Background: an optimization exercise with open tools, aiming at small area, a short achievable clock period and few clock cycles. Do not read the settings as production practice.
At most, simulation tests tie the RTL to the original design; equivalence was not proved.
The RTL of runs 3 and 4 was laid out without a check of its function.
No activity file was given, so power comes from the tool's default toggle rates.

File: design/flow/config.mk
export PLATFORM = sky130hd
export DESIGN_NAME = qrcode_decoder
export DESIGN_NICKNAME = qrcode_decoder
export VERILOG_FILES = /design/flow/design.v
export SDC_FILE = /design/flow/constraint.sdc
export NUM_CORES = 8
export LEC_CHECK = 0
export ABC_AREA = 1
export CAP_MARGIN = 20
export CORE_MARGIN = 2
export CORE_UTILIZATION = 40
export SLEW_MARGIN = 20
File: design/flow/constraint.sdc
create_clock -name core_clock -period 16.0 [get_ports {clk}]
set_input_delay 3.2000 -clock core_clock [delete_from_list [all_inputs] [get_ports {clk}]]
set_output_delay 3.2000 -clock core_clock [all_outputs]
set_load 0.01 [all_outputs]
File: design/flow/design.v
module qrcode_decoder(
    input clk,
    input srst_n,
    input start,
    input sram_rdata,
    output [11:0] sram_raddr,
    output reg [5:0] loc_y,
    output reg [5:0] loc_x,
    output reg [7:0] decode_text,    
    output reg valid,
    output reg finish
);
localparam S_A = 3'd0, S_P = 3'd1, S_Y = 3'd2, S_X = 3'd3, S_V = 3'd4,
           S_M = 3'd5, S_D = 3'd6, S_E = 3'd7;
reg [2:0] st;             
reg       cont;           
reg [5:0] y, x;           
reg       pv;             
reg       pix;            
reg       started;
assign sram_raddr = {y, x};
wire hit = pix && cont;   
reg [5:0] k;              
reg       lx6;            
reg [5:0] s0;             
reg [5:0] s1;             
reg [5:0] s2;             
reg [5:0] s3;             
reg [1:0] cidx, pcidx;    
reg [1:0] rot;
reg [2:0] mask;
wire signed [2:0] cy_lo = s0[5:3], cy_hi = s0[2:0];
wire signed [2:0] cx_lo = s1[5:3], cx_hi = s1[2:0];
wire signed [2:0] pcy = s2[5:3], pcx = s2[2:0];
wire tight = s3[5], wide = s3[4], tlm = s3[1], grp = s3[0];
wire [4:0] i = s0[4:0];   
wire [4:0] j = s1[4:0];
wire       inlen = s1[5]; 
wire [4:0] rem = s2[4:0]; 
wire [2:0] mv = s3[2:0];  
wire [2:0] bc = s3[5:3];  
always @* decode_text = {cidx, k};
wire [7:0] sa = 8'd1 << st;    
function maskbit;         
    input [2:0] m;
    input a0, a1, b0;     
    input [1:0] a3, b3;   
    input q;              
    reg s2, p2, p1, p0, s0;
    begin
        s2 = a0 ^ b0;                                   
        p2 = a0 & b0;                                   
        p1 = (a3 == b3) && (a3 != 2'd0);                
        p0 = (a3 == 2'd0) || (b3 == 2'd0);              
        s0 = (a3 == 2'd0) ? (b3 == 2'd0) : (a3 == 2'd1) ? (b3 == 2'd2) : (b3 == 2'd1);  
        case (m)
            3'd0: maskbit = ~s2;
            3'd1: maskbit = ~a0;
            3'd2: maskbit = (b3 == 2'd0);
            3'd3: maskbit = s0;
            3'd4: maskbit = ~(a1 ^ q);
            3'd5: maskbit = ~p2 & p0;
            3'd6: maskbit = ~(p2 ^ p1);
            default: maskbit = ~(s2 ^ p1);
        endcase
    end
endfunction
function [1:0] mod3;
    input [4:0] v;
    begin
        mod3 = v % 3;
    end
endfunction
function [3:0] astep;     
    input [3:0] kk;       
    begin
        astep =
            (kk == 4'd0) ? {2'd0, 2'd1} :
            (kk == 4'd1) ? {2'd1, 2'd3} :
            (kk == 4'd2) ? {2'd0, 2'd1} :
            (kk == 4'd3) ? {2'd3, 2'd2} :
            (kk == 4'd4) ? {2'd1, 2'd0} :
            (kk == 4'd5) ? {2'd2, 2'd1} :
            (kk == 4'd6) ? {2'd0, 2'd1} :
            (kk == 4'd7) ? {2'd0, 2'd2} :
                           {2'd2, 2'd2};
    end
endfunction
function [5:0] astepv;    
    input [1:0] c;
    begin
        case (c)
            2'd0: astepv = 6'd0;
            2'd1: astepv = 6'd21;
            2'd2: astepv = 6'd22;
            default: astepv = 6'd43;
        endcase
    end
endfunction
function [3:0] bstep;     
    input [3:0] kk;       
    begin
        bstep =
            (kk == 4'd1) ? {2'd0, 2'd1} :
            (kk == 4'd2) ? {2'd1, 2'd3} :
            (kk == 4'd3) ? {2'd0, 2'd1} :
            (kk == 4'd4) ? {2'd3, 2'd2} :
            (kk == 4'd5) ? {2'd1, 2'd0} :
            (kk == 4'd6) ? {2'd2, 2'd1} :
            (kk == 4'd7) ? {2'd0, 2'd1} :
            (kk == 4'd8) ? {2'd0, 2'd2} :
                           {2'd2, 2'd2};
    end
endfunction
function [5:0] bstepy;    
    input [1:0] c;
    begin
        case (c)
            2'd0: bstepy = 6'd0;
            2'd1: bstepy = 6'd43;
            2'd2: bstepy = 6'd42;
            default: bstepy = 6'd21;
        endcase
    end
endfunction
function [6:0] bstepx14;  
    input [1:0] c;
    begin
        case (c)
            2'd0: bstepx14 = 7'd14;
            2'd1: bstepx14 = 7'd121;      
            2'd2: bstepx14 = 7'd120;      
            default: bstepx14 = 7'd99;    
        endcase
    end
endfunction
function [5:0] poff;      
    input [3:0] kk;
    begin
        poff =
            (kk == 4'd0)  ? {3'sd0, 3'sd2} :
            (kk == 4'd1)  ? {3'sd0, -3'sd2} :
            (kk == 4'd2)  ? {3'sd2, 3'sd0} :
            (kk == 4'd3)  ? {-3'sd2, 3'sd0} :
            (kk == 4'd4)  ? {3'sd2, 3'sd2} :
            (kk == 4'd5)  ? {-3'sd2, -3'sd2} :
            (kk == 4'd6)  ? {3'sd2, -3'sd2} :
            (kk == 4'd7)  ? {-3'sd2, 3'sd2} :
            (kk == 4'd8)  ? {3'sd0, 3'sd1} :
            (kk == 4'd9)  ? {3'sd0, -3'sd1} :
            (kk == 4'd10) ? {3'sd1, 3'sd0} :
            (kk == 4'd11) ? {-3'sd1, 3'sd0} :
            (kk == 4'd12) ? {3'sd1, 3'sd1} :
            (kk == 4'd13) ? {-3'sd1, -3'sd1} :
            (kk == 4'd14) ? {3'sd1, -3'sd1} :
                            {-3'sd1, 3'sd1};
    end
endfunction
localparam [5:0] P_N = 6'd16;     
function [5:0] x7;        
    input [2:0] c;
    begin
        case (c)
            3'b001: x7 = 6'd7;
            3'b010: x7 = 6'd14;
            3'b111: x7 = 6'd57;
            3'b110: x7 = 6'd50;
            default: x7 = 6'd0;
        endcase
    end
endfunction
function [6:0] x7m14;     
    input [2:0] c;
    begin
        case (c)
            3'b001: x7m14 = 7'd121;
            3'b010: x7m14 = 7'd0;
            3'b111: x7m14 = 7'd107;
            3'b110: x7m14 = 7'd100;
            default: x7m14 = 7'd114;
        endcase
    end
endfunction
function [5:0] x7m20;     
    input [2:0] c;
    begin
        case (c)
            3'b001: x7m20 = 6'd51;
            3'b010: x7m20 = 6'd58;
            3'b111: x7m20 = 6'd37;
            3'b110: x7m20 = 6'd30;
            default: x7m20 = 6'd44;
        endcase
    end
endfunction
function [6:0] x7m34;     
    input [2:0] c;
    begin
        case (c)
            3'b001: x7m34 = 7'd101;
            3'b010: x7m34 = 7'd108;
            3'b111: x7m34 = 7'd87;
            3'b110: x7m34 = 7'd80;
            default: x7m34 = 7'd94;
        endcase
    end
endfunction
function span2;           
    input signed [2:0] lo, hi;
    begin
        span2 = (hi - lo) >= 2;
    end
endfunction
function [5:0] roffy;     
    input s;
    input [2:0] c;
    begin
        case (c)
            3'd0: roffy = s ? 6'd17 : 6'd3;
            3'd1: roffy = s ? 6'd18 : 6'd2;
            3'd2: roffy = s ? 6'd16 : 6'd4;
            3'd3: roffy = s ? 6'd20 : 6'd0;
            default: roffy = s ? 6'd14 : 6'd6;
        endcase
    end
endfunction
function [5:0] roffx;     
    input s;
    input [2:0] c;
    begin
        case (c)
            3'd0: roffx = s ? 6'd61 : 6'd47;
            3'd1: roffx = s ? 6'd62 : 6'd46;
            3'd2: roffx = s ? 6'd60 : 6'd48;
            3'd3: roffx = s ? 6'd0 : 6'd44;
            default: roffx = s ? 6'd58 : 6'd50;
        endcase
    end
endfunction
function [2:0] wmove;     
    input [4:0] a, b;
    reg u;
    begin
        u = (b == 5'd20) || (b == 5'd19) || (b == 5'd16) || (b == 5'd15) ||
            (b == 5'd12) || (b == 5'd11);
        if (!b[0]) wmove = 3'd0;                                    
        else if (u) begin
            if (a == ((b >= 5'd13) ? 5'd9 : 5'd0)) wmove = 3'd0;    
            else if (b <= 5'd12 && a == 5'd7) wmove = 3'd2;         
            else wmove = 3'd1;
        end else begin
            if (a == 5'd20) wmove = 3'd0;
            else if (b <= 5'd12 && a == 5'd5) wmove = 3'd4;
            else wmove = 3'd3;
        end
    end
endfunction
wire [5:0] p_c = poff(k[3:0]);           
wire [5:0] p_n = poff(k[3:0] + 4'd1);    
wire signed [2:0] u_ylo = (hit && pcy < cy_lo) ? pcy : cy_lo;
wire signed [2:0] u_yhi = (hit && pcy > cy_hi) ? pcy : cy_hi;
wire signed [2:0] u_xlo = (hit && pcx < cx_lo) ? pcx : cx_lo;
wire signed [2:0] u_xhi = (hit && pcx > cx_hi) ? pcx : cx_hi;
wire y_ok = span2(u_ylo, u_yhi), x_ok = span2(u_xlo, u_xhi);
wire p_end = tight || k == P_N;
wire [1:0] cn = cidx + 2'd1;
wire [5:0] kn = (cidx != 2'd3) ? k : (k[2:0] == 3'd4) ? {k[5:3] + 3'd1, 3'd0} : k + 6'd1;
wire v_miss = cont && !pix;
wire v_end = tlm || v_miss || (cidx == 2'd3 && k == 6'o44);
wire [1:0] mc = tlm ? 2'd0 : v_miss ? pcidx : 2'd3;    
reg [1:0] m_rot;
reg [5:0] m_my, m_mx;     
always @* begin
    case (mc)
        2'd0: begin m_rot = 2'd2; m_my = 6'd12; m_mx = 6'd62; end
        2'd1: begin m_rot = 2'd3; m_my = 6'd18; m_mx = 6'd52; end
        2'd2: begin m_rot = 2'd1; m_my = 6'd2;  m_mx = 6'd56; end
        default: begin m_rot = 2'd0; m_my = 6'd8; m_mx = 6'd46; end
    endcase
end
wire [1:0] i3 = mod3(i), j3 = mod3(j);
wire jq = ((j / 3) % 2) == 1;
wire dbit = sram_rdata ^ maskbit(mask, i[0], i[1], j[0], i3, j3, jq);
reg [2:0] mdi, mdj;       
always @* begin
    case (mv)
        3'd0: begin mdi = 3'd0; mdj = 3'd7; end
        3'd1: begin mdi = 3'd7; mdj = 3'd1; end
        3'd2: begin mdi = 3'd6; mdj = 3'd1; end
        3'd3: begin mdi = 3'd1; mdj = 3'd1; end
        default: begin mdi = 3'd2; mdj = 3'd1; end
    endcase
end
wire [2:0] ei = (rot[0] == rot[1]) ? mdi : -mdi;
wire [2:0] ej = rot[1] ? -mdj : mdj;
wire [2:0] wdy = rot[0] ? ej : ei;
wire [2:0] wdx = rot[0] ? ei : ej;
wire [4:0] ni = i + {{2{mdi[2]}}, mdi};
wire [4:0] nj = j + {{2{mdj[2]}}, mdj};
reg [5:0] r_ddy, r_ddx, r_dny, r_dnx;    
always @* begin
    case (rot)
        2'd0: begin r_ddy = 6'd9;  r_ddx = 6'd15; r_dny = 6'd0;  r_dnx = 6'd1;  end
        2'd1: begin r_ddy = 6'd15; r_ddx = 6'd55; r_dny = 6'd1;  r_dnx = 6'd0;  end
        2'd2: begin r_ddy = 6'd55; r_ddx = 6'd49; r_dny = 6'd0;  r_dnx = 6'd63; end
        default: begin r_ddy = 6'd49; r_ddx = 6'd9; r_dny = 6'd63; r_dnx = 6'd0; end
    endcase
end
wire [3:0] a_st = astep(k[3:0]);
wire [3:0] b_st = bstep(k[3:0]);
reg [5:0] ayA, byA, ayP, byP, ayY, byY, ayX, byX, ayV, byV, byM, byD;
reg [6:0] axA, bxA, axP, bxP, axY, bxY, axX, bxX, axV, bxV, bxM, bxD;
always @* begin
    ayA = y; byA = hit ? bstepy(b_st[3:2]) : astepv(a_st[3:2]);
    axA = {1'b0, x};
    bxA = hit ? bstepx14(b_st[1:0]) : {1'b0, astepv(a_st[1:0])};
    ayP = loc_y; byP = p_end ? x7m20(cy_hi) : x7(p_n[5:3]);
    axP = {lx6, loc_x}; bxP = x7m14(p_end ? cx_lo : p_n[2:0]);
    ayY = y; axY = hit ? {lx6, loc_x} : {1'b0, x};
    byY = 6'd0; bxY = 7'd0;
    if (hit) begin
        byY = (k[2:0] == 3'd0) ? 6'd63 : 6'd0;
        bxY = x7m34(cx_hi);
    end else case (k[2:0])
        3'd0, 3'd2, 3'd4: bxY = 7'd14;
        3'd1, 3'd3: if (wide) bxY = 7'd107; else begin byY = 6'd1; bxY = 7'd114; end
        default: byY = 6'd1;
    endcase
    ayX = y; axX = {1'b0, x};
    if (hit) begin
        byX = grp ? 6'd44 : 6'd0; bxX = grp ? 7'd20 : 7'd19;
    end else if (!grp) begin byX = 6'd20; bxX = 7'd0; end
    else begin byX = 6'd44; bxX = 7'd1; end
    ayV = loc_y; axV = {1'b0, loc_x};
    byV = v_end ? m_my : roffy(cn[1], kn[5:3]);
    bxV = {1'b0, v_end ? m_mx : roffx(cn[0], kn[2:0])};
    if (k == 6'd2) begin byM = r_ddy; bxM = {1'b0, r_ddx}; end
    else if (k != 6'd0 || started) begin byM = r_dny; bxM = {1'b0, r_dnx}; end
    else begin byM = 6'd0; bxM = 7'd0; end
    byD = {{3{wdy[2]}}, wdy}; bxD = {1'b0, {3{wdx[2]}}, wdx};
end
wire [5:0] ay = ({6{sa[0]}} & ayA) | ({6{sa[1]}} & ayP) | ({6{sa[2]}} & ayY) |
                ({6{sa[3]}} & ayX) | ({6{sa[4]}} & ayV) | ({6{sa[5] | sa[6] | sa[7]}} & y);
wire [6:0] ax = ({7{sa[0]}} & axA) | ({7{sa[1]}} & axP) | ({7{sa[2]}} & axY) |
                ({7{sa[3]}} & axX) | ({7{sa[4]}} & axV) | ({7{sa[5] | sa[6] | sa[7]}} & {1'b0, x});
wire [5:0] by = ({6{sa[0]}} & byA) | ({6{sa[1]}} & byP) | ({6{sa[2]}} & byY) |
                ({6{sa[3]}} & byX) | ({6{sa[4]}} & byV) | ({6{sa[5]}} & byM) | ({6{sa[6]}} & byD);
wire [6:0] bx = ({7{sa[0]}} & bxA) | ({7{sa[1]}} & bxP) | ({7{sa[2]}} & bxY) |
                ({7{sa[3]}} & bxX) | ({7{sa[4]}} & bxV) | ({7{sa[5]}} & bxM) | ({7{sa[6]}} & bxD);
wire [6:0] sy = {1'b0, ay} + {by[5], by};
wire [6:0] sx = ax + bx;
always @(posedge clk) begin
    if (start) started <= 1'b1;
    if (!sa[6]) pcidx <= cidx;
    pix <= sram_rdata & pv; cont <= 1'b1;
    y <= sy[5:0]; x <= sx[5:0]; pv <= 1'b1;
    valid <= 1'b0;
    finish <= 1'b0;
    if (sa[0]) begin
        if (hit) begin
            loc_y <= sy[5:0]; loc_x <= sx[5:0]; lx6 <= (sx[5:0] < 6'd14);
            s0 <= 6'd0; s1 <= 6'd0; s3 <= 6'd0;
            st <= S_P; cont <= 1'b0; k <= 6'd0;
            pv <= (sx[5:0] >= 6'd14);
        end else begin
            k <= (k == 6'd8) ? 6'd0 : k + 6'd1;
        end
    end
    if (sa[1]) begin
        s0 <= {u_ylo, u_yhi}; s1 <= {u_xlo, u_xhi};
        s3[5] <= y_ok && x_ok;
        s3[4] <= !x_ok;
        if (p_end) begin
            st <= S_Y; cont <= 1'b0; k <= 6'd0;
            if (sy[6]) y <= 6'd0;
            if (sx[5:0] > 6'd43) x <= 6'd43;
        end else begin
            k <= k + 6'd1;
            pv <= !sy[6] && !sx[6] && (k != P_N - 6'd1);
        end
        s2 <= p_c;                          
    end
    if (sa[2]) begin
        if (hit) begin
            loc_y <= sy[5:0];                   
            st <= S_X; cont <= 1'b0; s3[1:0] <= 2'b00;
            if (sx[6]) x <= 6'd0;               
        end else begin
            if (k[2:0] == (wide ? 3'd5 : 3'd1)) k <= 6'd0;
            else k <= k + 6'd1;
        end
    end
    if (sa[3]) begin
        if (hit) begin
            loc_x <= sx[5:0];                   
            s3[1] <= !grp;
            st <= S_V; cont <= 1'b0; cidx <= 2'd1; k <= 6'd0;
        end else s3[0] <= ~grp;
    end
    if (sa[4]) begin
        if (v_end) begin
            rot <= m_rot;
            if (!mc[1]) loc_y <= loc_y + 6'd20;
            if (mc[0]) loc_x <= loc_x - 6'd20;
            st <= S_M; cont <= 1'b0; k <= 6'd0;
        end else begin
            cidx <= cn; k <= kn;
        end
    end
    if (sa[5]) begin
        case (k[1:0])
            2'd0: mask[2] <= ~sram_rdata;
            2'd1: mask[1] <= sram_rdata;
            default: mask[0] <= ~sram_rdata;
        endcase
        if (k == 6'd2) begin
            st <= S_D; cont <= 1'b0;
            s0 <= {1'b0, 5'd17};            
            s1 <= {1'b1, 5'd19};            
            s2 <= {1'b0, 5'd0};             
            s3 <= {3'd0, 3'd1};             
        end else if (k != 6'd0 || started) k <= k + 6'd1;
    end
    if (sa[6]) begin
        s0[4:0] <= ni; s1[4:0] <= nj; s3[2:0] <= wmove(ni, nj);
        if (inlen) begin
            s2[4:0] <= {rem[3:0], dbit};
            s3[5:3] <= (bc == 3'd4) ? 3'd0 : bc + 3'd1;
            if (bc == 3'd4) s1[5] <= 1'b0;
        end else begin
            {cidx, k} <= {cidx[0], k, dbit};
            s3[5:3] <= bc + 3'd1;
            if (bc == 3'd7) begin
                valid <= 1'b1;
                s2[4:0] <= rem - 5'd1;
                if (rem == 5'd1) begin
                    finish <= 1'b1;
                    st <= S_E; cont <= 1'b0;
                end
            end
        end
    end
    if (!srst_n) begin
        st <= S_A; cont <= 1'b0; y <= 6'd20; x <= 6'd20; pv <= 1'b1;
        started <= 1'b0; k <= 6'd0; valid <= 1'b0; finish <= 1'b0;
    end
end
endmodule
File: design/flow/flow/run.sh
#!/bin/bash
export BUFFER_PORTS_ARGS="-buffer_cell sky130_fd_sc_hd__buf_2"
export SETUP_SLACK_MARGIN=11.5

bash standard.sh > standard.log 2>&1
File: design/flow/standard.sh
#!/bin/bash
# synth_recipe.tcl (not shown) runs the flow's synth.tcl, then flattens the netlist and writes it again
# the make line also repeats each setting of config.mk as NAME=value (left out here)
make -C /OpenROAD-flow-scripts/flow DESIGN_CONFIG=/design/flow/config.mk WORK_HOME=/design/flow/orfs CLKGATE_MAP_FILE= SYNTH_SCRIPT=/design/flow/synth_recipe.tcl "${@:-finish}"
==> results of run 1 <==
[worst paths after layout]
| check | start | endpoint | slack, ns | depth (start not counted) |
|---|---|---|---|---|
| worst max register to register | k[1]$_SDFF_PN0_ | x[5]$_SDFF_PN0_ | 11.81 | 26 |
| worst min-delay path | pv$_SDFF_PN1_ | pix$_DFF_P_ | 0.42 | 2 |
| worst min register to register | pv$_SDFF_PN1_ | pix$_DFF_P_ | 0.42 | 2 |
| worst max-delay path | k[4]$_SDFF_PN0_ | decode_text[4] | 11.61 | 1 |
[state kept, by name, indices dropped and copies added (netlist names), 2 cells and up]
name,count
st,3
s3,6
s0,6
pcidx,2
y,6
k,6
s1,6
x,6
loc_x,6
cidx,2
loc_y,6
rot,2
mask,3
s2,6
[logic make-up after synthesis]
family / count (synthesis) / share of synthesized area (%)
multiplexers: 6 / 0.841
adder cells (fa/ha/maj): 90 / 14.6
buffers and inverters: 230 / 11.1
AND/OR/NAND/NOR: 544 / 29.5
flip-flops: 73 / 19.7
XOR/XNOR: 30 / 3.60
AO/OA/AOI/OAI: 275 / 20.7
[per-stage QoR]
step	instance area (µm²)	hold WS, ns	worst slack [ns]	instances	utilization [%]
floorplan	8030	0.390	11.78	1248	-
global placement	8470	0.417	11.16	1530	43.2
detailed placement	8470	0.427	10.99	1530	43.2
CTS	8800	0.429	11.53	1547	44.9
global route	8940	0.444	11.51	1548	45.7
finish	8940	0.415	11.61	1548	45.7
[layout by cell type (no fill, tap or decap), types with 4 or more instances in the layout]
cell       netlist  routed
nor3_1          27      25
nand4_1         15      15
a211oi_1        11      11
a21oi_1         72      68
inv_1          181     179
inv_2           17      18
o211ai_1         8       8
clkbuf_16        0      10
nor2_2          12      16
o31ai_1          8       8
or2_2            4       4
a21oi_2          1       5
dfxtp_1         61      57
clkinv_1         7       6
o32ai_1         10      10
buf_4            2       7
nor4_1           5       4
a221oi_1         4       4
buf_2            9      37
o22ai_1         12      12
mux2_2           6       6
o21ai_1          8      12
nor3_2           3       5
edfxtp_1        12      12
a22oi_1          7       7
a31oi_1          7       6
ha_1            84      79
nand2_1        240     239
o21ai_0         98      93
xor2_1          23      23
nor2_1         145     137
fa_1             6       6
o2111ai_1        4       4
xnor2_1          5       5
nand3_1         73      73
nand2_2          8       9
nor2_4           3       7
[worst reg2reg max path, stage by stage (launching register included)]
cell and delay [ns]:
dfxtp_4 0.42, clkinvlp_4 0.16, ha_4 0.21, nor2_2 0.17, nor2_1 0.10, nor2_1 0.14
o21ai_0 0.12, a21oi_1 0.22, inv_1 0.09, ha_1 0.27, nor2_1 0.06, a22oi_1 0.20
nand4_1 0.15, nor3_2 0.12, nand2_1 0.13, fa_1 0.44, nand3_1 0.11, nand2_1 0.06
nand2_1 0.07, nand2_1 0.06, a21oi_2 0.13, xnor2_1 0.15, nand4_1 0.14, nand2_1 0.10
nand2_2 0.08, nand2_4 0.12, nor2_2 0.04
[final cells by class]
cell class              count  area [µm²]
multi-input cells         945        5700
inverters                 205         776
clock inverters             6        51.3
flip-flops and latches     73        1590
fillers                  2135       10600
well taps                 265         332
repair buffers             44         238
clock buffers              10         250
[power breakdown]
group | internal [W] | switching [W]
Combinational | 0.000561 | 0.000973
Sequential | 0.000256 | 0.0000920
Clock | 0.000118 | 0.0000961
[routing by layer]
layer	global-route usage [%]	routed length, µm	vias to the layer above
met5	0	0	-
met4	6.18	450	0
met3	3.29	1560	37
met2	42.3	12800	252
met1	35.4	12800	3985
li1	-	-	4248
[synthesized netlist by cell type (9+ instances only)]
library cell,number
a211oi_1,11
a21oi_1,72
buf_2,9
clkbuf_1,13
dfxtp_1,61
edfxtp_1,12
ha_1,84
inv_1,181
inv_2,17
nand2_1,240
nand3_1,73
nand4_1,15
nor2_1,145
nor2_2,12
nor3_1,27
o21ai_0,98
o22ai_1,12
o32ai_1,10
xor2_1,23
[repair_timing]
action,in CTS,in global routing
buffers inserted,1,1
pin swaps,1,3
resized for setup,11,38
endpoints found under the setup margin,19,16
==> results.py, run 1 <==
metrics = {
    "status": {
        "outcome": "no timing/DRC/antenna violations",
    },
    "timing": {
        "period_share_pct": 27.4,
        "worstMarginPinSlew_ns": 0.725,
        "hold_viol_final": 0,
        "slew_headroom_pct": 51.3,
        "finalClockSkew_ns": 0.0170,
        "slew_viol_final": 0,
        "setup_tns_ns": 0,
        "setup-violations-final": 0,
        "rsz0062_at_grt": "no",
        "fin_crit_ns": 4.39,
        "fmax_mhz": 228,
    },
    "clock_network": {
        "clk_pin_slew_ns": 0.07,
        "insertion_delay_ns": 0.36,
        "clockBufferDepth": 2,
        "cts_num_sinks": 73,
        "hold_buffers": 0,
        "cts-root-buf": "clkbuf_16",
        "cts_buffers": 9,
        "cts_tree": "done",
        "cts_htree_levels": 3,
    },
    "job": {
        "maxCapViolCount": 0,
    },
    "setup_path": {
        "critPathLaunchType": "flop",
        "cp.arrival_ns": 1.19,
        "crit_fanout": 9,
        "critPathBufInv": 1,
        "path_delay_family": "flip-flops",
        "endpoint_kind": "output pin",
        "slowest_delay_ns": 0.61,
        "crit_chain": "buf_2",
        "required_ns": 12.80,
        "crit_type": "reg2out",
        "critPathSlowestCell": "dfxtp_1",
    },
    "drt": {
        "route.vias.total": 8522,
        "first_pass_iters": 6,
        "ant_nets": 0,
        "first_iter_violations": 741,
        "wl_mm": 27.6,
        "drc": 0,
        "wl_per_cell_um": 17.8,
        "viasPerCell": 5.51,
    },
    "synth": {
        "ys_types": 61,
        "syn_avg_cell_area_um2": 6.43,
        "synth-async-reset-ratio_pct": 0,
        "ys.flop_type": "dfxtp_1",
        "synth.top_cells.by_area": "dfxtp_1 15%, ha_1 13%, nand2_1 11%",
        "synth_cells": 1248,
        "ys_warn_count": 1,
        "synth.top_cell.area_share_pct": 15.2,
        "synth-seq-cells": 73,
        "synth-edff-count": 12,
        "netlist_area_um2": 8030,
        "syn_nets": 1342,
        "yosysTopAreaCell": "dfxtp_1",
        "yosysSeqAreaShare_pct": 19.7,
    },
    "place": {
        "hpwl_mm": 21.8,
        "io_buffers": 37,
        "globalplace.congestion": 0.999,
    },
    "power": {
        "ir_worst_vdd_mv": 0.0906,
        "finalPower_w": 0.00210,
        "p_leak_nw": 4.34,
        "power_density_nw_per_um2": 234,
    },
    "grt": {
        "grt_max_degree": 33,
        "track_usage_pct": 25.6,
        "grt_pass1_vias": 7874,
        "antenna_found_initial": 0,
        "grt_pass1_wl_mm": 43.4,
        "grt_overflow_total": 0,
    },
    "floorplanning": {
        "initial_core_util_pct": 41.0,
        "coreArea_um2": 19600,
        "ios": 38,
        "die_area_um2": 21200,
        "die_x_um": 146,
        "die_h_um": 146,
        "fp-row-count": 51,
    },
    "finish": {
        "nets": 1372,
        "antenna_cells": 0,
        "area_delta_synth_final_pct": 11.4,
        "layout-drive-gt1-share_pct": 12.2,
    },
    "min_path": {
        "hp-class": "reg2reg",
    },
}
Testbench counts, summed over its fixed seeds: cycles 24,414.
==> inputs of run 2 (changes only) <==
==> design/flow/flow/run.sh (replaced) <==
#!/bin/bash
export BUFFER_PORTS_ARGS="-buffer_cell sky130_fd_sc_hd__buf_2"
export SETUP_SLACK_MARGIN=11.5
export CTS_ARGS="-sink_clustering_enable -repair_clock_nets -dont_use_dummy_load"
bash standard.sh > standard.log 2>&1
==> results.py, run 2 <==
metrics = {
    "place": {
        "globalplace.congestion": 0.999,
        "placed_area_um2": 8470,
        "hpwl_mm": 21.8,
        "io_buffers": 37,
        "place_ws_ns": 10.99,
    },
    "finish": {
        "stdcell_area_um2": 8860,
        "antenna_cells": 0,
        "layout_common_cells": "239 x nand2_1, 179 x inv_1, 137 x nor2_1, 95 x o21ai_0, 80 x ha_1",
        "layout_commonest_cell": "nand2_1",
        "nets": 1376,
        "area_delta_synth_final_pct": 10.4,
        "layout-drive-gt1-share_pct": 11.7,
    },
    "clock_network": {
        "cts_num_sinks": 73,
        "cts_htree_levels": 3,
        "insertion_delay_ns": 0.35,
        "cts-root-buf": "clkbuf_16",
        "clockBufferDepth": 2,
        "clk_pin_slew_ns": 0.06,
        "cts_tree": "done",
        "cts_buffers": 9,
    },
    "timing": {
        "slew_viol_final": 0,
        "finalClockSkew_ns": 0.0206,
        "worstMarginPinSlew_ns": 0.730,
        "rsz0062_at_grt": "yes",
        "fmax_mhz": 229,
        "setup_ws_ns": 11.63,
        "fin_crit_ns": 4.37,
        "period_share_pct": 27.3,
        "hold_ws_ns": 0.437,
        "setup-violations-final": 0,
        "hold_viol_final": 0,
        "slew_headroom_pct": 51.1,
        "setup_tns_ns": 0,
    },
    "grt": {
        "grt_pass1_wl_mm": 43.2,
        "antenna_found_initial": 0,
        "grt_pass1_vias": 7845,
        "grt_max_degree": 33,
        "grt_overflow_total": 0,
        "track_usage_pct": 25.5,
    },
    "floorplanning": {
        "die_x_um": 146,
        "die_h_um": 146,
        "coreArea_um2": 19600,
        "ios": 38,
        "fp-row-count": 51,
        "die_area_um2": 21200,
        "initial_core_util_pct": 41.0,
    },
    "setup_path": {
        "crit_type": "reg2out",
        "required_ns": 12.80,
        "cp.arrival_ns": 1.17,
        "crit_chain": "buf_2",
        "path_delay_family": "flip-flops",
        "critPathSlowestCell": "dfxtp_1",
        "slowest_delay_ns": 0.60,
        "endpoint_kind": "output pin",
        "crit_fanout": 9,
        "critPathLaunchType": "flop",
        "critPathBufInv": 1,
    },
    "drt": {
        "viasPerCell": 5.54,
        "route.vias.total": 8556,
        "drc": 0,
        "wl_per_cell_um": 17.8,
        "ant_nets": 0,
        "first_iter_violations": 777,
        "wl_mm": 27.5,
        "first_pass_iters": 6,
    },
    "synth": {
        "syn_avg_cell_area_um2": 6.43,
        "ys_warn_count": 1,
        "synth_cells": 1248,
        "synth.top_cells.by_area": "dfxtp_1 15%, ha_1 13%, nand2_1 11%",
        "ys.flop_type": "dfxtp_1",
        "synth-async-reset-ratio_pct": 0,
        "synth-edff-count": 12,
        "ys_types": 61,
        "synth-seq-cells": 73,
        "yosysSeqAreaShare_pct": 19.7,
        "netlist_area_um2": 8030,
        "synth.top_cell.area_share_pct": 15.2,
        "synthTopCellsByCount": "240 x nand2_1, 181 x inv_1, 145 x nor2_1",
        "synth.most_common_cell": "nand2_1",
        "syn_nets": 1342,
        "yosysTopAreaCell": "dfxtp_1",
    },
    "power": {
        "ir_worst_vdd_mv": 0.0894,
        "power_density_nw_per_um2": 230,
        "p_leak_nw": 4.32,
        "finalPower_w": 0.00204,
    },
    "status": {
        "outcome": "no timing/DRC/antenna violations",
    },
    "job": {
        "maxCapViolCount": 0,
    },
    "min_path": {
        "hp-class": "reg2reg",
    },
}
run 2: final cells by class:
type                    count  area [µm²]
clock buffers               9         225
multi-input cells         945        5670
inverters                 205         772
flip-flops and latches     73        1590
repair buffers             48         268
fillers                  2147       10700
well taps                 265         332
run 2: power breakdown:
group,internal (W),leakage [nW],switching [W]
clock network,0.0000987,0.111,0.0000770
logic,0.000557,3.58,0.000963
registers,0.000256,0.629,0.0000915
total,0.000912,4.32,0.00113
run 2: final timing paths:
path              startpoint              end  slack (ns)  cells after the start
max          k[4]$_SDFF_PN0_   decode_text[4]       11.63                      1
min            pv$_SDFF_PN1_      pix$_DFF_P_        0.44                      2
max reg2reg    s1[0]$_DFF_P_  x[5]$_SDFF_PN0_       11.81                     19
min reg2reg    pv$_SDFF_PN1_      pix$_DFF_P_        0.44                      2
run 2: metal layers:
layer / wire length (µm) / track usage [%]
met5: 0 / 0
met1: 12400 / 35.2
met4: 505 / 6.62
met3: 1800 / 3.29
met2: 12700 / 42.1
run 2: cells by family (layout without fill, tap and decap cells):
family / count (synthesis) / count (layout) / synth area share [%]
AO/OA/AOI/OAI: 275 / 275 / 20.7
XOR/XNOR: 30 / 30 / 3.60
adder cells (fa/ha/maj): 90 / 90 / 14.6
buffers and inverters: 230 / 262 / 11.1
flip-flops: 73 / 73 / 19.7
multiplexers: 6 / 6 / 0.841
AND/OR/NAND/NOR: 544 / 544 / 29.5
run 2: per-stage QoR:
| stage | std cells | utilization (%) |
|---|---|---|
| floorplan | 1248 | - |
| global placement | 1530 | 43.2 |
| detailed placement | 1530 | 43.2 |
| CTS | 1540 | 44.5 |
| global route | 1545 | 45.2 |
| finish | 1545 | 45.2 |
run 2: timing repair:
action,4_1_cts,5_1_grt
endpoints found under the setup margin,19,16
gates resized for setup,10,32
pin swaps,1,3
buffers inserted,1,5
hold buffers,0,0
==> inputs of run 3 (changes only) <==
--- a/design/flow/design.v
+++ b/design/flow/design.v
@@ -36,10 +36,10 @@
 wire [4:0] i = s0[4:0];   
 wire [4:0] j = s1[4:0];
 wire       inlen = s1[5]; 
-wire [4:0] rem = s2[4:0]; 
+wire [4:0] rem = k[4:0];  
 wire [2:0] mv = s3[2:0];  
 wire [2:0] bc = s3[5:3];  
-always @* decode_text = {cidx, k};
+always @* decode_text = {pcidx, s2};
 wire [7:0] sa = 8'd1 << st;    
 function maskbit;         
     input [2:0] m;
@@ -417,22 +417,22 @@
             st <= S_D; cont <= 1'b0;
             s0 <= {1'b0, 5'd17};            
             s1 <= {1'b1, 5'd19};            
-            s2 <= {1'b0, 5'd0};             
+            k <= 6'd0;                      
             s3 <= {3'd0, 3'd1};             
         end else if (k != 6'd0 || started) k <= k + 6'd1;
     end
     if (sa[6]) begin
         s0[4:0] <= ni; s1[4:0] <= nj; s3[2:0] <= wmove(ni, nj);
         if (inlen) begin
-            s2[4:0] <= {rem[3:0], dbit};
+            k[4:0] <= {rem[3:0], dbit};
             s3[5:3] <= (bc == 3'd4) ? 3'd0 : bc + 3'd1;
             if (bc == 3'd4) s1[5] <= 1'b0;
         end else begin
-            {cidx, k} <= {cidx[0], k, dbit};
+            {pcidx, s2} <= {pcidx[0], s2, dbit};
             s3[5:3] <= bc + 3'd1;
             if (bc == 3'd7) begin
                 valid <= 1'b1;
-                s2[4:0] <= rem - 5'd1;
+                k[4:0] <= rem - 5'd1;
                 if (rem == 5'd1) begin
                     finish <= 1'b1;
                     st <= S_E; cont <= 1'b0;
==> results.py, run 3 <==
metrics = {
    "status": {
        "outcome": "no timing/DRC/antenna violations",
    },
    "place": {
        "placed_area_um2": 8610,
        "hpwl_mm": 22.3,
        "dp.cells": 1535,
        "globalplace.congestion": 1.02,
        "io_buffers": 37,
    },
    "finish": {
        "stdcell_count": 1553,
        "area_delta_synth_final_pct": 11.6,
        "nets": 1381,
        "layout_common_cells": "233 x nand2_1, 170 x inv_1, 122 x nor2_1, 104 x o21ai_0, 82 x ha_1",
        "antenna_cells": 0,
        "finalCoreUtilization_pct": 45.2,
        "layout-drive-gt1-share_pct": 14.6,
        "stdcell_area_um2": 9120,
        "fill_cells": 2150,
        "layout_commonest_cell": "nand2_1",
    },
    "min_path": {
        "hp-class": "reg2reg",
        "holdPathEnd": "pix$_DFF_P_",
        "min-delay-start": "pv$_SDFF_PN1_",
        "min_path_cells": 2,
    },
    "setup_path": {
        "worstRegToRegCells": 25,
        "endpoint_kind": "output pin",
        "crit_type": "reg2out",
        "rrSetupSlack_ns": 11.72,
        "critPathLaunchType": "flop",
        "critPathBufInv": 1,
        "rr_startpoint": "k[1]$_SDFF_PN0_",
        "slowest_delay_ns": 0.54,
        "crit_fanout": 7,
        "timing.rr.end": "x[4]$_SDFF_PN1_",
        "crit_chain": "buf_2",
        "critPathSlowestCell": "dfxtp_1",
        "required_ns": 12.80,
        "path_delay_family": "flip-flops",
        "cp.arrival_ns": 1.10,
    },
    "synth": {
        "ys_types": 65,
        "synthTopCellsByCount": "236 x nand2_1, 178 x inv_1, 129 x nor2_1",
        "synth-edff-count": 10,
        "netlist_area_um2": 8170,
        "syn_nets": 1342,
        "ys.flop_type": "dfxtp_1",
        "synth.most_common_cell": "nand2_1",
        "synth-async-reset-ratio_pct": 0,
        "synth.top_cells.by_area": "dfxtp_1 15%, ha_1 13%, nand2_1 11%",
        "yosysSeqAreaShare_pct": 19.1,
        "ys_warn_count": 1,
        "synth-seq-cells": 73,
        "synth_cells": 1246,
        "yosysTopAreaCell": "dfxtp_1",
        "syn_avg_cell_area_um2": 6.56,
        "synth.top_cell.area_share_pct": 15.4,
    },
    "floorplanning": {
        "coreArea_um2": 20200,
        "fp-row-count": 52,
        "die_h_um": 147,
        "die_x_um": 147,
        "die_area_um2": 21600,
        "initial_core_util_pct": 40.5,
        "ios": 38,
    },
    "drt": {
        "viasPerCell": 5.60,
        "first_iter_violations": 953,
        "wl_mm": 28.4,
        "route.vias.total": 8699,
        "first_pass_iters": 6,
        "drc": 0,
        "wl_per_cell_um": 18.3,
        "ant_nets": 0,
    },
    "timing": {
        "slew_headroom_pct": 38.9,
        "period_share_pct": 26.9,
        "setup-violations-final": 0,
        "slew_viol_final": 0,
        "setup_tns_ns": 0,
        "worstMarginPinSlew_ns": 0.906,
        "fin_crit_ns": 4.30,
        "finalClockSkew_ns": 0.0120,
        "fmax_mhz": 232,
        "hold_viol_final": 0,
        "rsz0062_at_grt": "no",
    },
    "power": {
        "finalPower_w": 0.00201,
        "p_leak_nw": 4.34,
        "ir_worst_vdd_mv": 0.101,
        "power_density_nw_per_um2": 220,
    },
    "clock_network": {
        "cts_tree": "done",
        "insertion_delay_ns": 0.35,
        "cts_htree_levels": 3,
        "cts-root-buf": "clkbuf_16",
        "cts_buffers": 9,
        "hold_buffers": 0,
        "clk_pin_slew_ns": 0.06,
        "clockBufferDepth": 2,
        "cts_num_sinks": 73,
    },
    "job": {
        "maxCapViolCount": 0,
    },
    "grt": {
        "grt_overflow_total": 0,
        "antenna_found_initial": 0,
        "track_usage_pct": 25.9,
        "grt_max_degree": 31,
        "grt_pass1_vias": 7858,
        "grt_pass1_wl_mm": 43.7,
    },
}
[run 3: cell count changes after synthesis, sizes merged, moves of 5 or more]
| cell | delta |
|---|---|
| a21oi | +7 |
| o21ai | +6 |
| nor4 | -5 |
| nor2 | -17 |
| o211ai | +6 |
| clkinv | -5 |
| a31oi | +6 |
| nand3 | +5 |
[run 3: what timing repair did]
item / 4_1_cts / 5_1_grt
pin swaps: 3 / 6
setup buffers: 4 / 5
endpoints found under the setup margin: 17 / 17
cloned: 0 / 0
resized for setup: 18 / 50
[run 3: layout make-up]
cell class	instances	area, µm²	area share [%]
multi-input cells	947	5900	64.7
flip-flops and latches	73	1580	17.3
repair buffers	50	283	3.10
clock buffers	9	225	2.47
well taps	270	338	3.70
inverters	204	797	8.74
[run 3: worst max path at each step]
stage / from / endpoint / slack, ns / cells after the start
after detailed placement: k[0]$_SDFF_PN0_ / x[2]$_SDFF_PN1_ / 10.74 / 27
after CTS: k[0]$_SDFF_PN0_ / x[2]$_SDFF_PN1_ / 11.50 / 27
final: s2[4]$_DFF_P_ / decode_text[4] / 11.70 / 1
after global placement: k[0]$_SDFF_PN0_ / x[2]$_SDFF_PN1_ / 10.88 / 27
after global routing: k[1]$_SDFF_PN0_ / x[1]$_SDFF_PN0_ / 11.51 / 26
after floorplan: k[0]$_SDFF_PN0_ / x[2]$_SDFF_PN1_ / 11.67 / 27
[run 3: power breakdown]
part	switching [W]	internal, W	leakage (nW)	total [W]
registers	0.0000947	0.000253	0.622	0.000348
logic	0.000935	0.000546	3.60	0.00148
clock network	0.0000775	0.0000988	0.111	0.000176
[run 3: metrics by stage]
stage | setup slack, ns | hold WS [ns]
detailed placement | 10.74 | 0.460
CTS | 11.50 | 0.467
global placement | 10.88 | 0.455
finish | 11.70 | 0.476
global route | 11.51 | 0.492
floorplan | 11.67 | 0.390
[run 3: worst reg2reg max path, stage by stage, from the launching register on]
cell and delay [ns]:
dfxtp_4 0.39, inv_4 0.13, ha_4 0.18, inv_1 0.13, nor2_4 0.24, inv_2 0.09
nor3_4 0.22, buf_4 0.18, nor2_1 0.05, a221oi_1 0.23, nand3_1 0.22, a311oi_2 0.31
nand2_1 0.11, ha_1 0.22, fa_1 0.41, nand3_1 0.11, nand2_1 0.06, nand2_1 0.07
nand2_1 0.06, a21oi_2 0.13, xnor2_1 0.15, nand4_1 0.15, nand2_2 0.13, nand2_4 0.07
nand3_1 0.07, nand2_1 0.05
[run 3: cell families (layout without fill, tap and decap cells)]
group                      count (synthesis)  in the layout  share of synthesized area [%]
and+or+nand+nor                          519            519                           28.6
AOI/OAI and AO/OA                        302            302                           22.8
buffers and inverters                    226            263                           10.8
adders and majority gates                 92             92                           14.6
DFF                                       73             73                           19.1
xor gates and xnor gates                  28             28                           3.23
muxes                                      6              6                          0.827
[run 3: metal layers]
metal	part of all wire (%)	GRT usage (%)	vias to the layer above
li1	-	-	4298
met1	44	35.8	3968
met2	44	39.9	370
met3	8.5	4.38	63
met4	3.7	11.4	0
met5	0	0	-
==> inputs of run 4 (changes only) <==
==> design/flow/flow/run.sh (replaced) <==
#!/bin/bash
export BUFFER_PORTS_ARGS="-buffer_cell sky130_fd_sc_hd__buf_4"
export SETUP_SLACK_MARGIN=11.5
export CTS_ARGS="-sink_clustering_enable -repair_clock_nets -dont_use_dummy_load"
bash standard.sh > standard.log 2>&1
==> results.py, run 4 <==
metrics = {
    "timing": {
        "setup_tns_ns": 0,
        "finalClockSkew_ns": 0.0141,
        "slew_viol_final": 0,
        "worstMarginPinSlew_ns": 0.843,
        "rsz0062_at_grt": "no",
        "period_share_pct": 26.7,
        "slew_headroom_pct": 43.2,
        "hold_viol_final": 0,
        "setup-violations-final": 0,
        "hold_ws_ns": 0.478,
        "fin_crit_ns": 4.27,
        "fmax_mhz": 234,
        "setup_ws_ns": 11.73,
    },
    "clock_network": {
        "cts-root-buf": "clkbuf_16",
        "clockBufferDepth": 2,
        "cts_tree": "done",
        "cts_num_sinks": 73,
        "cts_buffers": 9,
        "insertion_delay_ns": 0.35,
        "cts_htree_levels": 3,
        "clk_pin_slew_ns": 0.06,
    },
    "power": {
        "p_leak_nw": 4.37,
        "finalPower_w": 0.00201,
        "ir_worst_vdd_mv": 0.116,
        "power_density_nw_per_um2": 217,
    },
    "setup_path": {
        "required_ns": 12.80,
        "endpoint_kind": "output pin",
        "critPathLaunchType": "flop",
        "crit_type": "reg2out",
        "cp.arrival_ns": 1.07,
        "critPathSlowestCell": "dfxtp_1",
        "path_delay_family": "flip-flops",
        "crit_chain": "buf_4",
        "critPathBufInv": 1,
        "crit_start": "s2[4]$_DFF_P_",
        "crit_fanout": 7,
        "rr_startpoint": "k[1]$_SDFF_PN0_",
        "slowest_delay_ns": 0.53,
    },
    "grt": {
        "grt_overflow_total": 0,
        "top_usage_layer": "met2",
        "grt_use_met1_pct": 35.3,
        "grt_pass1_vias": 7967,
        "grtUsageMet3_pct": 4.13,
        "grt.met2_usage_pct": 41.8,
        "grt_pass1_wl_mm": 43.7,
        "antenna_found_initial": 0,
        "track_usage_pct": 25.7,
        "grt_max_degree": 31,
    },
    "synth": {
        "synth_top_family_by_area": "simple AND/OR/NAND/NOR gates",
        "muxShareOfSynthArea_pct": 0.827,
        "synth_cells": 1246,
        "ys_types": 65,
        "ys.flop_type": "dfxtp_1",
        "synth-async-reset-ratio_pct": 0,
        "synth-edff-count": 10,
        "ys_warn_count": 1,
        "synth_fa_ha_area_share_pct": 14.6,
        "synth.top_cells.by_area": "dfxtp_1 15%, ha_1 13%, nand2_1 11%",
        "yosysSeqAreaShare_pct": 19.1,
        "netlist_area_um2": 8170,
        "synthTopCellsByCount": "236 x nand2_1, 178 x inv_1, 129 x nor2_1",
        "syn_avg_cell_area_um2": 6.56,
        "synth-simple-area-share_pct": 28.6,
        "syn_nets": 1342,
        "synth_xor_area_share_pct": 3.23,
        "yosysTopAreaCell": "dfxtp_1",
        "synth.top_cell.area_share_pct": 15.4,
        "synth_compound_area_share_pct": 22.8,
        "synth-seq-cells": 73,
        "synth.most_common_cell": "nand2_1",
    },
    "place": {
        "hpwl_mm": 22.0,
        "dp.cells": 1535,
        "globalplace.congestion": 1.01,
        "io_buffers": 37,
        "place_ws_ns": 10.58,
    },
    "job": {
        "maxCapViolCount": 0,
    },
    "finish": {
        "area_delta_synth_final_pct": 13.1,
        "layout_commonest_cell": "nand2_1",
        "fill_cells": 2159,
        "stdcell_count": 1556,
        "antenna_cells": 0,
        "layout-drive-gt1-share_pct": 14.7,
        "nets": 1384,
        "layout_common_cells": "235 x nand2_1, 170 x inv_1, 121 x nor2_1, 103 x o21ai_0, 82 x ha_1",
    },
    "floorplanning": {
        "die_area_um2": 21600,
        "die_x_um": 147,
        "die_h_um": 147,
        "coreArea_um2": 20200,
        "fp-row-count": 52,
        "initial_core_util_pct": 40.5,
        "ios": 38,
    },
    "drt": {
        "route.vias.total": 8727,
        "drc": 0,
        "ant_nets": 0,
        "first_pass_iters": 6,
        "first_iter_violations": 687,
        "wl_per_cell_um": 18.0,
        "wl_mm": 28.0,
        "viasPerCell": 5.61,
    },
    "min_path": {
        "hp-class": "reg2reg",
        "min-delay-start": "pv$_SDFF_PN1_",
    },
    "status": {
        "outcome": "no timing/DRC/antenna violations",
    },
}
run 4: cell counts after synthesis:
No cell type changed its count.
run 4: layout make-up:
cell class | count | area, µm² | area share (%)
clock buffer | 9 | 225 | 2.44
multi-input combinational | 947 | 5910 | 63.9
tap | 270 | 338 | 3.65
timing repair buffer | 53 | 398 | 4.30
sequential | 73 | 1580 | 17.1
inverter | 204 | 795 | 8.60
run 4: repair_timing:
action                     in CTS  in global routing
pin swaps                       2                  9
setup endpoints to repair      20                 17
hold buffers                    0                  0
setup buffers                   2                 10
resized for setup              19                 50
cloned                          0                  0
run 4: where the power goes:
group          internal, W  switching [W]  total [W]
combinational     0.000555       0.000929    0.00148
clock            0.0000987      0.0000747   0.000173
sequential        0.000253      0.0000960   0.000349
total             0.000907        0.00110    0.00201
run 4: cells by family after synthesis:
family,after synthesis
AND/OR/NAND/NOR,519
XOR/XNOR,28
adder cells (fa/ha/maj),92
AO/OA/AOI/OAI,302
buffers and inverters,226
flip-flops,73
multiplexers,6
run 4: worst paths after layout:
kind / to / slack (ns) / depth (start not counted)
worst min-delay path: pix$_DFF_P_ / 0.48 / 2
worst max register to register: x[2]$_SDFF_PN1_ / 11.74 / 24
worst min register to register: pix$_DFF_P_ / 0.48 / 2
worst max-delay path: decode_text[4] / 11.73 / 1
run 4: stage by stage:
stage / cell area, µm² / util [%]
4_1_cts: 9000 / 44.6
5_1_grt: 9240 / 45.8
3_3_place_gp: 8710 / 43.2
2_1_floorplan: 8170 / -
3_5_place_dp: 8710 / 43.2
6_report: 9240 / 45.8
run 4: routing by layer:
metal,vias up,share of wire [%]
met5,-,0
met3,45,7.8
met1,4079,45
met4,0,2.4
li1,4289,-
met2,314,45
==> inputs of run 5 (changes only) <==
--- a/design/flow/design.v
+++ b/design/flow/design.v
@@ -36,10 +36,10 @@
 wire [4:0] i = s0[4:0];   
 wire [4:0] j = s1[4:0];
 wire       inlen = s1[5]; 
-wire [4:0] rem = k[4:0];  
+wire [4:0] rem = s2[4:0]; 
 wire [2:0] mv = s3[2:0];  
 wire [2:0] bc = s3[5:3];  
-always @* decode_text = {pcidx, s2};
+always @* decode_text = {cidx, k};
 wire [7:0] sa = 8'd1 << st;    
 function maskbit;         
     input [2:0] m;
@@ -417,22 +417,22 @@
             st <= S_D; cont <= 1'b0;
             s0 <= {1'b0, 5'd17};            
             s1 <= {1'b1, 5'd19};            
-            k <= 6'd0;                      
+            s2 <= {1'b0, 5'd0};             
             s3 <= {3'd0, 3'd1};             
         end else if (k != 6'd0 || started) k <= k + 6'd1;
     end
     if (sa[6]) begin
         s0[4:0] <= ni; s1[4:0] <= nj; s3[2:0] <= wmove(ni, nj);
         if (inlen) begin
-            k[4:0] <= {rem[3:0], dbit};
+            s2[4:0] <= {rem[3:0], dbit};
             s3[5:3] <= (bc == 3'd4) ? 3'd0 : bc + 3'd1;
             if (bc == 3'd4) s1[5] <= 1'b0;
         end else begin
-            {pcidx, s2} <= {pcidx[0], s2, dbit};
+            {cidx, k} <= {cidx[0], k, dbit};
             s3[5:3] <= bc + 3'd1;
             if (bc == 3'd7) begin
                 valid <= 1'b1;
-                k[4:0] <= rem - 5'd1;
+                s2[4:0] <= rem - 5'd1;
                 if (rem == 5'd1) begin
                     finish <= 1'b1;
                     st <= S_E; cont <= 1'b0;
==> design/flow/flow/run.sh (replaced) <==
#!/bin/bash
# The standard layout (standard.sh, unchanged), with three changes made through
# its environment:
#  - the buffers that the flow puts on every input and output port are
#    sky130_fd_sc_hd__buf_2 cells instead of the slower delay cells that
#    buffer_ports picks by default;
#  - repair_timing aims for a setup slack of 11.5 ns, i.e. it sizes the cells
#    of paths slower than about 4.5 ns;
#  - clock tree synthesis runs without dummy loads.
# The clock, its period and the I/O constraints are the design's, unchanged.
# Each tool's full output is in standard.log in this folder.
export BUFFER_PORTS_ARGS="-buffer_cell sky130_fd_sc_hd__buf_2"
export SETUP_SLACK_MARGIN=11.5
export CTS_ARGS="-sink_clustering_enable -repair_clock_nets -dont_use_dummy_load -buf_list sky130_fd_sc_hd__clkbuf_8"
bash standard.sh > standard.log 2>&1
==> results.py, run 5 <==
metrics = {
    "status": {
        "outcome": "no timing/DRC/antenna violations",
    },
    "place": {
        "dp.cells": 1530,
        "place_ws_ns": 10.99,
        "hpwl_mm": 21.8,
        "globalplace.congestion": 0.999,
        "io_buffers": 37,
        "placed_area_um2": 8470,
    },
    "finish": {
        "fill_cells": 2165,
        "layout-drive-gt1-share_pct": 11.4,
        "stdcell_area_um2": 8710,
        "finalCoreUtilization_pct": 44.5,
        "nets": 1371,
        "layout_common_cells": "239 x nand2_1, 179 x inv_1, 137 x nor2_1, 95 x o21ai_0, 80 x ha_1",
        "seq_area_um2": 1590,
        "multiInputGateArea_um2": 5660,
        "stdcell_count": 1540,
        "area_delta_synth_final_pct": 8.54,
        "layout_commonest_cell": "nand2_1",
        "antenna_cells": 0,
    },
    "floorplanning": {
        "coreArea_um2": 19600,
        "ios": 38,
        "die_x_um": 146,
        "die_area_um2": 21200,
        "die_h_um": 146,
        "initial_core_util_pct": 41.0,
        "fp-row-count": 51,
    },
    "clock_network": {
        "cts_tree": "done",
        "insertion_delay_ns": 0.39,
        "cts_htree_levels": 3,
        "clockBufferDepth": 2,
        "cts-root-buf": "clkbuf_8",
        "cts_buffers": 9,
        "hold_buffers": 0,
        "clk_pin_slew_ns": 0.09,
        "cts_num_sinks": 73,
    },
    "timing": {
        "worstMarginPinSlew_ns": 0.765,
        "fin_crit_ns": 4.40,
        "rsz0062_at_grt": "yes",
        "finalClockSkew_ns": 0.0293,
        "fmax_mhz": 227,
        "setup_tns_ns": 0,
        "setup_ws_ns": 11.60,
        "period_share_pct": 27.5,
        "hold_viol_final": 0,
        "slew_headroom_pct": 48.8,
        "setup-violations-final": 0,
        "slew_viol_final": 0,
    },
    "drt": {
        "route.vias.total": 8526,
        "ant_nets": 0,
        "first_pass_iters": 6,
        "wl_per_cell_um": 17.8,
        "first_iter_violations": 810,
        "wl_mm": 27.4,
        "viasPerCell": 5.54,
        "drc": 0,
    },
    "setup_path": {
        "crit_type": "reg2out",
        "critPathLaunchType": "flop",
        "critPathSlowestCell": "dfxtp_1",
        "crit_chain": "buf_2",
        "critPathBufInv": 1,
        "crit_fanout": 9,
        "endpoint_kind": "output pin",
        "cp.arrival_ns": 1.20,
        "required_ns": 12.80,
        "path_delay_family": "flip-flops",
        "slowest_delay_ns": 0.61,
    },
    "synth": {
        "synth-seq-cells": 73,
        "ys.flop_type": "dfxtp_1",
        "syn_avg_cell_area_um2": 6.43,
        "synth.top_cells.by_area": "dfxtp_1 15%, ha_1 13%, nand2_1 11%",
        "ys_types": 61,
        "yosysTopAreaCell": "dfxtp_1",
        "synth_cells": 1248,
        "synthTopCellsByCount": "240 x nand2_1, 181 x inv_1, 145 x nor2_1",
        "syn_nets": 1342,
        "ys_warn_count": 1,
        "netlist_area_um2": 8030,
        "synth.most_common_cell": "nand2_1",
        "yosysSeqAreaShare_pct": 19.7,
        "synth-edff-count": 12,
        "synth.top_cell.area_share_pct": 15.2,
        "synth-async-reset-ratio_pct": 0,
    },
    "power": {
        "p_leak_nw": 4.25,
        "power_density_nw_per_um2": 227,
        "ir_worst_vdd_mv": 0.0875,
    },
    "grt": {
        "grt_pass1_vias": 7850,
        "grt_overflow_total": 0,
        "grt_pass1_wl_mm": 43.2,
        "antenna_found_initial": 0,
        "track_usage_pct": 25.6,
        "grt_max_degree": 33,
    },
    "job": {
        "maxCapViolCount": 0,
    },
    "min_path": {
        "hp-class": "reg2reg",
    },
}
[run 5: worst paths after layout]
check / from / depth (start not counted) / endpoint / slack (ns)
worst min register to register: pv$_SDFF_PN1_ / 2 / pix$_DFF_P_ / 0.44
worst max-delay path: k[4]$_SDFF_PN0_ / 1 / decode_text[4] / 11.60
worst max register to register: k[1]$_SDFF_PN0_ / 26 / x[5]$_SDFF_PN0_ / 11.74
worst min-delay path: pv$_SDFF_PN1_ / 2 / pix$_DFF_P_ / 0.44
[run 5: what timing repair did]
item / CTS / global route
pin swaps: 1 / 2
buffers inserted: 1 / 0
setup endpoints to repair: 18 / 16
gates resized for setup: 10 / 30
[run 5: layout make-up]
cell class / instances / share of cell area [%]
Multi-Input combinational cell: 945 / 65.0
Timing Repair Buffer: 43 / 2.64
Clock buffer: 9 / 1.42
Inverter: 205 / 8.86
Tap cell: 265 / 3.80
Sequential cell: 73 / 18.3
[run 5: layer usage]
metal | vias to the layer above | wire length [µm] | GRT usage (%)
li1 | 4232 | - | -
met1 | 3951 | 12700 | 35.5
met2 | 298 | 12600 | 42.1
met3 | 45 | 1640 | 3.39
met4 | 0 | 536 | 6.08
met5 | - | 0 | 0
[run 5: cells by family after synthesis]
kind of cell / share of synthesized area, %
and+or+nand+nor: 29.5
AOI/OAI and AO/OA: 20.7
buffers and inverters: 11.1
adders and majority gates: 14.6
DFF: 19.7
xor gates and xnor gates: 3.60
muxes: 0.841
[run 5: where the power goes]
group | total [W] | switching [W] | internal [W]
clock network | 0.000122 | 0.0000712 | 0.0000503
logic | 0.00151 | 0.000961 | 0.000549
registers | 0.000348 | 0.0000918 | 0.000256
total | 0.00198 | 0.00112 | 0.000855
[run 5: worst register-to-register path, stage by stage (launching register included)]
cell     delay (ns)
dfxtp_4        0.38
inv_2          0.14
ha_4           0.22
nand2_2        0.10
nor2_2         0.20
inv_2          0.13
nor4_2         0.24
nor2_2         0.13
inv_2          0.11
nor2_2         0.10
nand3_1        0.16
nand3_1        0.09
nor3_1         0.25
nand3_1        0.17
ha_1           0.24
fa_1           0.40
nand3_1        0.11
nand2_1        0.06
nand2_1        0.07
nand2_1        0.05
a21oi_1        0.16
xnor2_1        0.17
nand4_1        0.14
nand2_1        0.11
nand2_2        0.08
nand2_4        0.13
nor2_2         0.04
[run 5: stage by stage]
stage | total power, W | hold slack (ns)
after floorplan | 0.00144 | 0.390
after global placement | 0.00179 | 0.417
after detailed placement | 0.00180 | 0.427
after CTS | 0.00195 | 0.459
after global routing | 0.00221 | 0.482
final | 0.00198 | 0.445
Testbench counts of run 5, summed over its fixed seeds: cycles 24,414.
==> inputs of run 6 (changes only) <==
--- a/design/flow/config.mk
+++ b/design/flow/config.mk
@@ -8,5 +8,5 @@
 export ABC_AREA = 1
 export CAP_MARGIN = 20
 export CORE_MARGIN = 2
-export CORE_UTILIZATION = 40
+export CORE_UTILIZATION = 60
 export SLEW_MARGIN = 20
==> results.py, run 6 <==
metrics = {
    "timing": {
        "setup-violations-final": 0,
        "period_share_pct": 27.3,
        "hold_viol_final": 0,
        "fmax_mhz": 229,
        "fin_crit_ns": 4.37,
        "setup_tns_ns": 0,
        "worstMarginPinSlew_ns": 0.798,
        "slew_viol_final": 0,
        "finalClockSkew_ns": 0.0212,
        "rsz0062_at_grt": "no",
        "slew_headroom_pct": 46.6,
        "hold_ws_ns": 0.454,
    },
    "finish": {
        "layout_commonest_cell": "nand2_1",
        "layout_common_cells": "239 x nand2_1, 180 x inv_1, 141 x nor2_1, 96 x o21ai_0, 81 x ha_1",
        "fill_cells": 1283,
        "layout-drive-gt1-share_pct": 11.2,
        "area_delta_synth_final_pct": 7.45,
        "antenna_cells": 0,
        "nets": 1374,
    },
    "setup_path": {
        "endpoint_kind": "output pin",
        "critPathBufInv": 1,
        "required_ns": 12.80,
        "rrSetupSlack_ns": 11.73,
        "slowest_delay_ns": 0.58,
        "crit_chain": "buf_2",
        "rr_startpoint": "k[1]$_SDFF_PN0_",
        "timing.rr.end": "x[2]$_SDFF_PN1_",
        "crit_type": "reg2out",
        "crit_fanout": 9,
        "critPathSlowestCell": "dfxtp_1",
        "worstRegToRegCells": 24,
        "cp.arrival_ns": 1.17,
        "path_delay_family": "flip-flops",
        "critPathLaunchType": "flop",
    },
    "synth": {
        "synth.most_common_cell": "nand2_1",
        "yosysTopAreaCell": "dfxtp_1",
        "synth_cells": 1248,
        "synthTopCellsByCount": "240 x nand2_1, 181 x inv_1, 145 x nor2_1",
        "syn_avg_cell_area_um2": 6.43,
        "ys_warn_count": 1,
        "synth-edff-count": 12,
        "syn_nets": 1342,
        "synth-seq-cells": 73,
        "ys_types": 61,
        "ys.flop_type": "dfxtp_1",
        "netlist_area_um2": 8030,
        "synth-async-reset-ratio_pct": 0,
        "yosysSeqAreaShare_pct": 19.7,
        "synth.top_cells.by_area": "dfxtp_1 15%, ha_1 13%, nand2_1 11%",
        "synth.top_cell.area_share_pct": 15.2,
    },
    "status": {
        "outcome": "no timing/DRC/antenna violations",
    },
    "clock_network": {
        "cts-root-buf": "clkbuf_8",
        "insertion_delay_ns": 0.39,
        "cts_tree": "done",
        "cts_htree_levels": 3,
        "clockBufferDepth": 2,
        "cts_num_sinks": 73,
        "cts_buffers": 9,
        "clk_pin_slew_ns": 0.08,
    },
    "drt": {
        "ant_nets": 0,
        "wl_per_cell_um": 18.0,
        "route.vias.total": 8765,
        "first_iter_violations": 974,
        "wl_mm": 26.2,
        "first_pass_iters": 6,
        "drc": 0,
        "viasPerCell": 6.03,
    },
    "floorplanning": {
        "die_h_um": 120,
        "initial_core_util_pct": 61.1,
        "fp-row-count": 42,
        "coreArea_um2": 13100,
        "die_area_um2": 14300,
        "ios": 38,
        "die_x_um": 120,
    },
    "grt": {
        "grt_pass1_vias": 7883,
        "antenna_found_initial": 0,
        "grt_max_degree": 32,
        "grt_pass1_wl_mm": 41.5,
        "grt_overflow_total": 0,
        "track_usage_pct": 37.0,
    },
    "min_path": {
        "holdPathEnd": "pix$_DFF_P_",
        "min_path_cells": 2,
        "min-delay-start": "pv$_SDFF_PN1_",
        "hp-class": "reg2reg",
    },
    "power": {
        "power_density_nw_per_um2": 230,
        "ir_worst_vdd_mv": 0.122,
        "p_leak_nw": 4.27,
    },
    "place": {
        "hpwl_mm": 20.5,
        "globalplace.congestion": 1.00,
        "io_buffers": 37,
    },
    "job": {
        "maxCapViolCount": 0,
    },
}
run 6: power breakdown:
part           total [W]  switching (W)  internal (W)
registers       0.000349      0.0000933      0.000256
logic            0.00151       0.000959      0.000550
clock network   0.000124      0.0000732     0.0000503
run 6: per-stage QoR:
| step | setup WS (ns) | instance area (µm²) | instances | total power [W] | util [%] |
|---|---|---|---|---|---|
| 3_5_place_dp | 11.04 | 8370 | 1443 | 0.00179 | 63.7 |
| 6_report | 11.63 | 8630 | 1454 | 0.00198 | 65.7 |
| 2_1_floorplan | 11.78 | 8030 | 1248 | 0.00144 | - |
| 3_3_place_gp | 11.27 | 8370 | 1443 | 0.00176 | 63.7 |
| 5_1_grt | 11.46 | 8630 | 1454 | 0.00218 | 65.7 |
| 4_1_cts | 11.56 | 8510 | 1452 | 0.00192 | 64.8 |
run 6: cells by family after synthesis:
family,share of synthesized area (%)
AO/OA/AOI/OAI,20.7
XOR/XNOR,3.60
adder cells (fa/ha/maj),14.6
buffers and inverters,11.1
flip-flops,19.7
multiplexers,0.841
AND/OR/NAND/NOR,29.5
run 6: worst reg2reg max path: cells and delay by family (launching register included):
family / cells / cell delay (ns)
buffers and inverters: 3 / 0.35
DFF: 1 / 0.40
and+or+nand+nor: 11 / 1.35
adders and majority gates: 3 / 0.86
AOI/OAI and AO/OA: 6 / 0.94
xor gates and xnor gates: 1 / 0.25
run 6: per-layer routing:
metal,share of wire [%],vias to the layer above,wire length (µm),track usage (%)
met5,0,-,0,0
met4,4.0,0,1040,15.0
met3,8.4,69,2200,6.04
met2,45,417,11700,59.3
met1,43,4028,11200,49.5
li1,-,4251,-,-
run 6: area by class of cell:
class | count | area (µm²) | area share (%)
timing repair buffer | 46 | 253 | 2.93
tap | 176 | 220 | 2.55
sequential | 73 | 1600 | 18.5
inverter | 205 | 776 | 8.99
clock buffer | 9 | 124 | 1.44
multi-input combinational | 945 | 5660 | 65.6
run 6: how the worst max path moves through the flow:
| stage | startpoint | end | slack, ns | depth (start not counted) |
|---|---|---|---|---|
| final | k[4]$_SDFF_PN0_ | decode_text[4] | 11.63 | 1 |
| after global routing | k[1]$_SDFF_PN0_ | y[5]$_SDFF_PN0_ | 11.46 | 25 |
| after CTS | k[1]$_SDFF_PN0_ | x[2]$_SDFF_PN1_ | 11.56 | 24 |
| after detailed placement | k[0]$_SDFF_PN0_ | x[3]$_SDFF_PN0_ | 11.04 | 27 |
| after global placement | k[0]$_SDFF_PN0_ | x[3]$_SDFF_PN0_ | 11.27 | 27 |
| after floorplan | k[0]$_SDFF_PN0_ | x[2]$_SDFF_PN1_ | 11.78 | 25 |
run 6: repair_timing:
action,CTS,global route
buffers inserted,0,2
resized for setup,8,27
setup endpoints to repair,17,16
hold buffers,0,0
pin swaps,0,2

==> port drivers added, routing unchanged <==
The flow's constraints put no driver on any port. The routed layouts listed below were extracted and timed again, unchanged, in two steps. Step 1 assumes that a clkbuf_16 drives the clock port and a buf_2 every other input. Step 2 adds t to the input delays and takes it off the output delays; t is the mean of the earliest and latest rising clock arrival at the registers after step 1. Input paths then give back, and output paths get back, about the clock's delay inside the block. Slacks: no drivers / after step 1 / after step 2; pairs: no drivers / after step 1.
run	t (ns)	setup WS [ns]	clock arrival spread, ns	pins driven straight from the clock port
run 1	0.397	11.614 / 11.569 / 11.567	0.017 / 0.017	1
run 2	0.390	11.634 / 11.588 / 11.559	0.021 / 0.021	1
run 3	0.388	11.697 / 11.657 / 11.567	0.013 / 0.012	1
run 4	0.386	11.735 / 11.691 / 11.623	0.014 / 0.015	1
run 5	0.414	11.597 / 11.556 / 11.576	0.030 / 0.029	1
run 6	0.419	11.629 / 11.589 / 11.571	0.022 / 0.022	1
After both steps setup and hold are still met in every run listed. The setup slack of run 3, which loses most, moves by -0.040 ns with the drivers and by -0.130 ns with both steps.
